Context: an optimization exercise on an open-source flow, tuned for small area, a short achievable clock period and few clock cycles. The choices shown serve that exercise and are no tape-out recipe. Where RTL was checked, it was by simulation tests only, not by an equivalence proof against the original. The flow treats the clock pin as an ideal source, which a real chip does not have. Power figures rest on the tool's default switching activity, not on a simulated workload.

==> flow/design.v (excerpt) <==
module axi4_mgr # (
  parameter unsigned AXI4_ADDR_WIDTH    = 32,
  parameter unsigned AXI4_DATA_WIDTH    = 64,
  parameter unsigned AXI_XSIZE         = (AXI4_DATA_WIDTH / 8),
  parameter unsigned DATA_COUNT_WIDTH  =  8
) (
  input  logic                         clk_i,
  input  logic                         rstn_i,
  input  logic [                2-1:0] req_i,
  input  logic [  AXI4_ADDR_WIDTH-1:0] axi_wr_addr_i,
  input  logic [  AXI4_ADDR_WIDTH-1:0] axi_rd_addr_i,
  input  logic                         wr_fifo_gnt_i,
  input  logic                         rd_fifo_req_i,
  input  logic [  AXI4_DATA_WIDTH-1:0] wr_fifo_data_i,
  input  logic [ DATA_COUNT_WIDTH-1:0] wr_data_count_i,
  input  logic [ DATA_COUNT_WIDTH-1:0] rd_data_count_i,
  output logic [                2-1:0] busy_o,    
  output logic [                2-1:0] wr_err_o,  
  output logic [                2-1:0] rd_err_o,  
  output logic                         wr_fifo_req_o,
  output logic                         rd_fifo_gnt_o,
  output logic [  AXI4_DATA_WIDTH-1:0] rd_fifo_data_o,
  output logic [  AXI4_ADDR_WIDTH-1:0] m_axi_aw_addr,
  output logic [                8-1:0] m_axi_aw_len,
  output logic [                3-1:0] m_axi_aw_size,
  output logic [                2-1:0] m_axi_aw_burst,
  output logic                         m_axi_aw_valid,
  input  logic                         m_axi_aw_ready,
  output logic [  AXI4_DATA_WIDTH-1:0] m_axi_w_data,
  output logic [AXI4_DATA_WIDTH/8-1:0] m_axi_w_strb,
  output logic                         m_axi_w_last,
  output logic                         m_axi_w_valid,
  input  logic                         m_axi_w_ready,
  input  logic [                2-1:0] m_axi_b_resp,
  input  logic                         m_axi_b_valid,
  output logic                         m_axi_b_ready,
  output logic [  AXI4_ADDR_WIDTH-1:0] m_axi_ar_addr,
  output logic [                8-1:0] m_axi_ar_len,
  output logic [                3-1:0] m_axi_ar_size,
  output logic [                2-1:0] m_axi_ar_burst,
  output logic                         m_axi_ar_valid,
  input  logic                         m_axi_ar_ready,
  input  logic [  AXI4_DATA_WIDTH-1:0] m_axi_r_data,
  input  logic [                2-1:0] m_axi_r_resp,
  input  logic                         m_axi_r_last,
  input  logic                         m_axi_r_valid,
  output logic                         m_axi_r_ready
);
export LEC_CHECK = 0
export CAP_MARGIN = 20
export CORE_AREA = 10 10 190 190
export CTS_BUF_LIST = sky130_fd_sc_hd__clkbuf_8
export DIE_AREA = 0 0 200 200
export SETUP_SLACK_MARGIN = 2.3
export SLEW_MARGIN = 20
create_clock -name core_clock -period 4.5 [get_ports {clk_i}]
standard.sh (not shown) runs the stock make flow with config.mk's settings and CLKGATE_MAP_FILE= SYNTH_SCRIPT=/design/flow/synth_recipe.tcl, a recipe that flattens the netlist after the stock synthesis.
==> flow/flow/run.sh <==
#!/bin/bash
set -euo pipefail
export BUFFER_PORTS_ARGS="-buffer_cell sky130_fd_sc_hd__buf_1"
export SKIP_REPAIR_TIE_FANOUT=1
export CTS_ARGS="-sink_clustering_enable -repair_clock_nets -dont_use_dummy_load -buf_list sky130_fd_sc_hd__clkbuf_4"
export POST_CTS_TCL="$PWD/flow/post_cts.tcl"
bash standard.sh finish > orfs_make.log 2>&1
==> flow/flow/post_cts.tcl <==
# Upsize leaf clock buffers whose sinks would see a slow clock edge.
estimate_parasitics -placement
set n_up 0
foreach inst [get_cells -quiet -filter "ref_name == sky130_fd_sc_hd__clkbuf_4" *] {
  set name [get_full_name $inst]
  set worst 0.0
  foreach p [get_pins -quiet -of_objects [get_nets -of_objects [get_pins $name/X]] -filter "direction == input"] {
    foreach e {rise fall} {
      set s [get_property $p slew_max_$e]
      if {$s > $worst} { set worst $s }
    }
  }
  puts "clock buffer $name worst sink slew $worst"
  if {$worst > 0.095} {
    replace_cell $inst sky130_fd_sc_hd__clkbuf_8
    incr n_up
  }
}
puts "upsized $n_up clock buffers"
if {$n_up > 0} { detailed_placement }
The baseline produced a clean layout.
Next try:
==> flow/flow/run.sh (replaced) <==
#!/bin/bash
set -euo pipefail
export BUFFER_PORTS_ARGS="-buffer_cell sky130_fd_sc_hd__buf_1"
export SKIP_REPAIR_TIE_FANOUT=1
export CTS_ARGS="-sink_clustering_enable -repair_clock_nets -dont_use_dummy_load -buf_list sky130_fd_sc_hd__clkbuf_8"
bash standard.sh finish > orfs_make.log 2>&1
- CORE_AREA: 10 10 190 190 -> 5 5 155 155
- DIE_AREA: 0 0 200 200 -> 0 0 160 160
removed: flow/flow/post_cts.tcl
After rerunning: The new run went through all stages and came out clean; sequential cell count stays the same; setup slack got worse by 12 ps; cell count decreases by about a fifth; via count is lower slightly; total power decreases slightly; clock-buffer cell count does not change.
No functional check of the RTL was part of any run of this note.

Setup of run A:
The RTL this note starts from:
==> flow/design.v <==
module axi4_mgr # (
  parameter unsigned AXI4_ADDR_WIDTH    = 32,
  parameter unsigned AXI4_DATA_WIDTH    = 64,
  parameter unsigned AXI_XSIZE         = (AXI4_DATA_WIDTH / 8),
  parameter unsigned DATA_COUNT_WIDTH  =  8
) (
  input  logic                         clk_i,
  input  logic                         rstn_i,
  input  logic [                2-1:0] req_i,
  input  logic [  AXI4_ADDR_WIDTH-1:0] axi_wr_addr_i,
  input  logic [  AXI4_ADDR_WIDTH-1:0] axi_rd_addr_i,
  input  logic                         wr_fifo_gnt_i,
  input  logic                         rd_fifo_req_i,
  input  logic [  AXI4_DATA_WIDTH-1:0] wr_fifo_data_i,
  input  logic [ DATA_COUNT_WIDTH-1:0] wr_data_count_i,
  input  logic [ DATA_COUNT_WIDTH-1:0] rd_data_count_i,
  output logic [                2-1:0] busy_o,    
  output logic [                2-1:0] wr_err_o,  
  output logic [                2-1:0] rd_err_o,  
  output logic                         wr_fifo_req_o,
  output logic                         rd_fifo_gnt_o,
  output logic [  AXI4_DATA_WIDTH-1:0] rd_fifo_data_o,
  output logic [  AXI4_ADDR_WIDTH-1:0] m_axi_aw_addr,
  output logic [                8-1:0] m_axi_aw_len,
  output logic [                3-1:0] m_axi_aw_size,
  output logic [                2-1:0] m_axi_aw_burst,
  output logic                         m_axi_aw_valid,
  input  logic                         m_axi_aw_ready,
  output logic [  AXI4_DATA_WIDTH-1:0] m_axi_w_data,
  output logic [AXI4_DATA_WIDTH/8-1:0] m_axi_w_strb,
  output logic                         m_axi_w_last,
  output logic                         m_axi_w_valid,
  input  logic                         m_axi_w_ready,
  input  logic [                2-1:0] m_axi_b_resp,
  input  logic                         m_axi_b_valid,
  output logic                         m_axi_b_ready,
  output logic [  AXI4_ADDR_WIDTH-1:0] m_axi_ar_addr,
  output logic [                8-1:0] m_axi_ar_len,
  output logic [                3-1:0] m_axi_ar_size,
  output logic [                2-1:0] m_axi_ar_burst,
  output logic                         m_axi_ar_valid,
  input  logic                         m_axi_ar_ready,
  input  logic [  AXI4_DATA_WIDTH-1:0] m_axi_r_data,
  input  logic [                2-1:0] m_axi_r_resp,
  input  logic                         m_axi_r_last,
  input  logic                         m_axi_r_valid,
  output logic                         m_axi_r_ready
);
  localparam int AW = AXI4_ADDR_WIDTH;
  logic          busy_wr_r, aw_valid_r, w_valid_r;
  logic [AW-1:3] aw_addr_r;
  logic [   7:0] aw_len_r;      
  logic [   1:0] wr_err_r;
  logic          w_last_r;      
  logic          busy_rd_r, ar_valid_r;
  logic [AW-1:3] ar_addr_r;
  logic [   7:0] ar_len_r;
  logic [   1:0] rd_err_r;
  logic wr_start, rd_start, w_hs, r_hs;
  assign wr_start = req_i[0] & ~busy_wr_r & (wr_data_count_i != '0);
  assign rd_start = req_i[1] & ~busy_rd_r & (rd_data_count_i != '0);
  assign w_hs     = w_valid_r & m_axi_w_ready;
  assign r_hs     = m_axi_r_valid & rd_fifo_req_i;
  assign busy_o         = {busy_rd_r, busy_wr_r};
  assign wr_err_o       = wr_err_r;
  assign rd_err_o       = rd_err_r;
  assign m_axi_aw_addr  = {aw_addr_r, 3'b000};
  assign m_axi_aw_len   = aw_len_r;
  assign m_axi_aw_size  = $clog2(AXI_XSIZE);
  assign m_axi_aw_burst = 2'b01;
  assign m_axi_aw_valid = aw_valid_r;
  assign m_axi_w_data   = wr_fifo_data_i;
  assign m_axi_w_strb   = '1;
  assign m_axi_w_last   = w_last_r;
  assign m_axi_w_valid  = w_valid_r;
  assign wr_fifo_req_o  = w_hs;
  assign m_axi_b_ready  = 1'b1;
  assign m_axi_ar_addr  = {ar_addr_r, 3'b000};
  assign m_axi_ar_len   = ar_len_r;
  assign m_axi_ar_size  = $clog2(AXI_XSIZE);
  assign m_axi_ar_burst = 2'b01;
  assign m_axi_ar_valid = ar_valid_r;
  assign m_axi_r_ready  = rd_fifo_req_i;
  assign rd_fifo_gnt_o  = r_hs;
  assign rd_fifo_data_o = m_axi_r_data;
  always_ff @(posedge clk_i or negedge rstn_i) begin
    if (~rstn_i) begin
      busy_wr_r  <= 1'b0;
      aw_valid_r <= 1'b0;
      w_valid_r  <= 1'b0;
    end else begin
      if (wr_start) begin
        busy_wr_r  <= 1'b1;
        aw_valid_r <= 1'b1;
      end else if (aw_valid_r) begin
        if (m_axi_aw_ready) begin
          aw_valid_r <= 1'b0;
          w_valid_r  <= 1'b1;
        end
      end else if (w_valid_r) begin
        if (m_axi_w_ready && aw_len_r == '0) w_valid_r <= 1'b0;
      end else if (m_axi_b_valid) begin
        busy_wr_r <= 1'b0;
      end
    end
  end
  logic [7:0] wcnt_m, wcnt_n;
  logic       wcnt_d;
  assign wcnt_m = busy_wr_r ? aw_len_r : wr_data_count_i;
  assign wcnt_d = ~busy_wr_r | w_hs;
  assign wcnt_n = wcnt_m - {7'd0, wcnt_d};
  always_ff @(posedge clk_i) begin
    if (~busy_wr_r) aw_addr_r <= axi_wr_addr_i[AW-1:3];
    aw_len_r <= wcnt_n;
    if (wcnt_d) w_last_r <= (wcnt_m == 8'd1);
  end
  always_ff @(posedge clk_i or negedge rstn_i) begin
    if (~rstn_i) begin
      busy_rd_r  <= 1'b0;
      ar_valid_r <= 1'b0;
    end else begin
      if (rd_start) begin
        busy_rd_r  <= 1'b1;
        ar_valid_r <= 1'b1;
      end else if (ar_valid_r) begin
        if (m_axi_ar_ready) ar_valid_r <= 1'b0;
      end else if (r_hs && m_axi_r_last) begin
        busy_rd_r <= 1'b0;
      end
    end
  end
  always_ff @(posedge clk_i) begin
    if (~busy_rd_r) begin
      ar_addr_r <= axi_rd_addr_i[AW-1:3];
      ar_len_r  <= rd_data_count_i - 8'd1;
    end
  end
  always_ff @(posedge clk_i or negedge rstn_i) begin
    if (~rstn_i) begin
      wr_err_r <= '0;
      rd_err_r <= '0;
    end else begin
      if (~busy_wr_r & req_i[0])   wr_err_r <= '0;
      else if (m_axi_b_resp != '0) wr_err_r <= m_axi_b_resp;
      if (~busy_rd_r & req_i[1])   rd_err_r <= '0;
      else if (m_axi_r_resp != '0) rd_err_r <= m_axi_r_resp;
    end
  end
endmodule
export LEC_CHECK = 0
export CAP_MARGIN = 20
export CORE_AREA = 10 10 190 190
export CTS_BUF_LIST = sky130_fd_sc_hd__clkbuf_8
export DIE_AREA = 0 0 200 200
export SETUP_SLACK_MARGIN = 2.3
export SLEW_MARGIN = 20
create_clock -name core_clock -period 4.5 [get_ports {clk_i}]
==> flow/flow/run.sh <==
#!/bin/bash
# Standard ORFS layout, with the port buffers made from the small buf_1 cell
# instead of the delay buffer buffer_ports picks by default.
set -euo pipefail
export BUFFER_PORTS_ARGS="-buffer_cell sky130_fd_sc_hd__buf_1"
bash standard.sh finish > orfs_make.log 2>&1
Testbench counts of run A, summed over its fixed seeds: cycles 38,180.
What run B does differently from run A at the input level:
# run A
export LEC_CHECK = 0
export CAP_MARGIN = 20
export CORE_AREA = 10 10 190 190
export CTS_BUF_LIST = sky130_fd_sc_hd__clkbuf_8
export DIE_AREA = 0 0 200 200
export SETUP_SLACK_MARGIN = 2.3
export SLEW_MARGIN = 20
create_clock -name core_clock -period 4.5 [get_ports {clk_i}]
# run B
export LEC_CHECK = 0
export CAP_MARGIN = 20
export CORE_AREA = 10 10 190 190
export CTS_BUF_LIST = sky130_fd_sc_hd__clkbuf_8
export DIE_AREA = 0 0 200 200
export SETUP_SLACK_MARGIN = 2.45
export SLEW_MARGIN = 20
create_clock -name core_clock -period 4.5 [get_ports {clk_i}]
==> notes.md <==
- Run B vs run A: first-iteration DRC count down in run B
- Re post-synthesis instance area: no difference whatsoever between run A and run B.
- Run B was carried through to the last stage, and its layout satisfied the timing, design-rule and antenna checks.
- Run B vs. run A: worst setup slack after layout went up 0.022 ns, power went up about 2%.
## Diff of input files: run C against run B
# run B
export LEC_CHECK = 0
export CAP_MARGIN = 20
export CORE_AREA = 10 10 190 190
export CTS_BUF_LIST = sky130_fd_sc_hd__clkbuf_8
export DIE_AREA = 0 0 200 200
export SETUP_SLACK_MARGIN = 2.45
export SLEW_MARGIN = 20
create_clock -name core_clock -period 4.5 [get_ports {clk_i}]
# run C
export LEC_CHECK = 0
export CAP_MARGIN = 20
export CORE_AREA = 10 10 190 190
export CTS_BUF_LIST = sky130_fd_sc_hd__clkbuf_8
export DIE_AREA = 0 0 200 200
export SETUP_SLACK_MARGIN = 2.4
export SLEW_MARGIN = 20
create_clock -name core_clock -period 4.5 [get_ports {clk_i}]
==> flow/flow/run.sh <==
#!/bin/bash
set -euo pipefail
export BUFFER_PORTS_ARGS="-buffer_cell sky130_fd_sc_hd__buf_1"
export SKIP_REPAIR_TIE_FANOUT=1
export CTS_ARGS="-sink_clustering_enable -repair_clock_nets -dont_use_dummy_load -buf_list sky130_fd_sc_hd__clkbuf_8"
bash standard.sh finish > orfs_make.log 2>&1
Results
- Looking at startpoint of the most critical setup path, the m_axi_w_ready result is from run B; the rd_fifo_req_i one comes from run C.
- Compared with run B, run C shows a lower area added between synthesis and finish.
- Diff run B -> run C: logic gate share of total power higher, design area saw a decrease, final setup violation count was more or less identical, detailed-route wire length now smaller.
- Looking at worst setup path endpoint, the rd_fifo_gnt_o result is from run C; the wr_fifo_req_o one comes from run B.
Input-level comparison between run D and run C:
# run C
export LEC_CHECK = 0
export CAP_MARGIN = 20
export CORE_AREA = 10 10 190 190
export CTS_BUF_LIST = sky130_fd_sc_hd__clkbuf_8
export DIE_AREA = 0 0 200 200
export SETUP_SLACK_MARGIN = 2.4
export SLEW_MARGIN = 20
create_clock -name core_clock -period 4.5 [get_ports {clk_i}]
# run D
export LEC_CHECK = 0
export CAP_MARGIN = 20
export CORE_AREA = 10 10 190 190
export CTS_BUF_LIST = sky130_fd_sc_hd__clkbuf_8
export DIE_AREA = 0 0 200 200
export SLEW_MARGIN = 20
create_clock -name core_clock -period 4.5 [get_ports {clk_i}]
==> flow/flow/run.sh <==
#!/bin/bash
# Standard ORFS layout, with the port buffers made from the small buf_1 cell
# instead of the delay buffer buffer_ports picks by default.
set -euo pipefail
export BUFFER_PORTS_ARGS="-buffer_cell sky130_fd_sc_hd__buf_1"
bash standard.sh finish > orfs_make.log 2>&1
==> notes.md <==
- Run D and run C ended up with roughly the same power density relative to cell area.
- Est. power | run D vs run C | run D higher
- Comparing run D and run C, met2 wire length is lower on run C.
- Highest routing layer actually used = met4: run D; highest routing layer actually used = met5: run C
- Cmp run D vs run C: non-clock buffer count in the final layout lower in run D
- Of run D and run C, run D shows the higher final critical-path required period, with run C below it.
- Going from run C to run D, the fraction of power consumed by combinational cells was found to have gone down by 3.2 points.
> inputs changed (run D -> run E)
# run D
export LEC_CHECK = 0
export CAP_MARGIN = 20
export CORE_AREA = 10 10 190 190
export CTS_BUF_LIST = sky130_fd_sc_hd__clkbuf_8
export DIE_AREA = 0 0 200 200
export SLEW_MARGIN = 20
create_clock -name core_clock -period 4.5 [get_ports {clk_i}]
# run E
export LEC_CHECK = 0
export CAP_MARGIN = 20
export CORE_AREA = 10 10 190 190
export CTS_BUF_LIST = sky130_fd_sc_hd__clkbuf_16
export CTS_CLUSTER_DIAMETER = 200
export CTS_CLUSTER_SIZE = 45
export DIE_AREA = 0 0 200 200
export SETUP_SLACK_MARGIN = 2.3
export SLEW_MARGIN = 20
create_clock -name core_clock -period 4.5 [get_ports {clk_i}]
==> notes.md <==
From run D to run E the numbers moved as follows: via count rose by 0.33%; final period utilization fell by 3.4 points; sequential share of layout area fell by 1.5 points; non-clock buffer instance count of the final layout rose by 1.
Run comparison: run E worst setup path startpoint m_axi_w_ready; run D worst setup path startpoint busy_wr_r$_DFFE_PN0P_

==> port drivers added, routing unchanged <==
The results above use ideal ports. As a check the final layouts listed here were re-extracted and re-timed, cells and wires unchanged.
Step 1, drivers: a clkbuf_16 drives clk_i and a buf_2 each remaining input, both assumed.
Step 2 moves the port delays by t, midway between the first and last clock arrival at a register: inputs arrive t later, outputs are due t later. That takes back most of the time a late clock gives input paths.
Slacks: no drivers / after step 1 / after step 2; pairs: no drivers / after step 1.
run	t (ns)	setup slack, ns	slew at the worst register clock pin (ns)
the first run of note 1	0.383	2.329 / 2.299 / 2.161	0.10 / 0.10
the second run of note 1	0.367	2.317 / 2.293 / 2.049	0.10 / 0.10
run A	0.388	2.335 / 2.285 / 2.186	0.09 / 0.09
run B	0.389	2.357 / 2.305 / 2.153	0.09 / 0.09
run C	0.385	2.345 / 2.310 / 2.181	0.08 / 0.08
run D	0.388	2.181 / 2.141 / 2.110	0.09 / 0.09
run E	0.372	2.335 / 2.285 / 2.183	0.07 / 0.07
After both steps setup and hold are still met in every run listed. For the second run of note 1, which loses most, drivers alone change the setup slack by -0.024 ns; drivers and shift together by -0.268 ns.
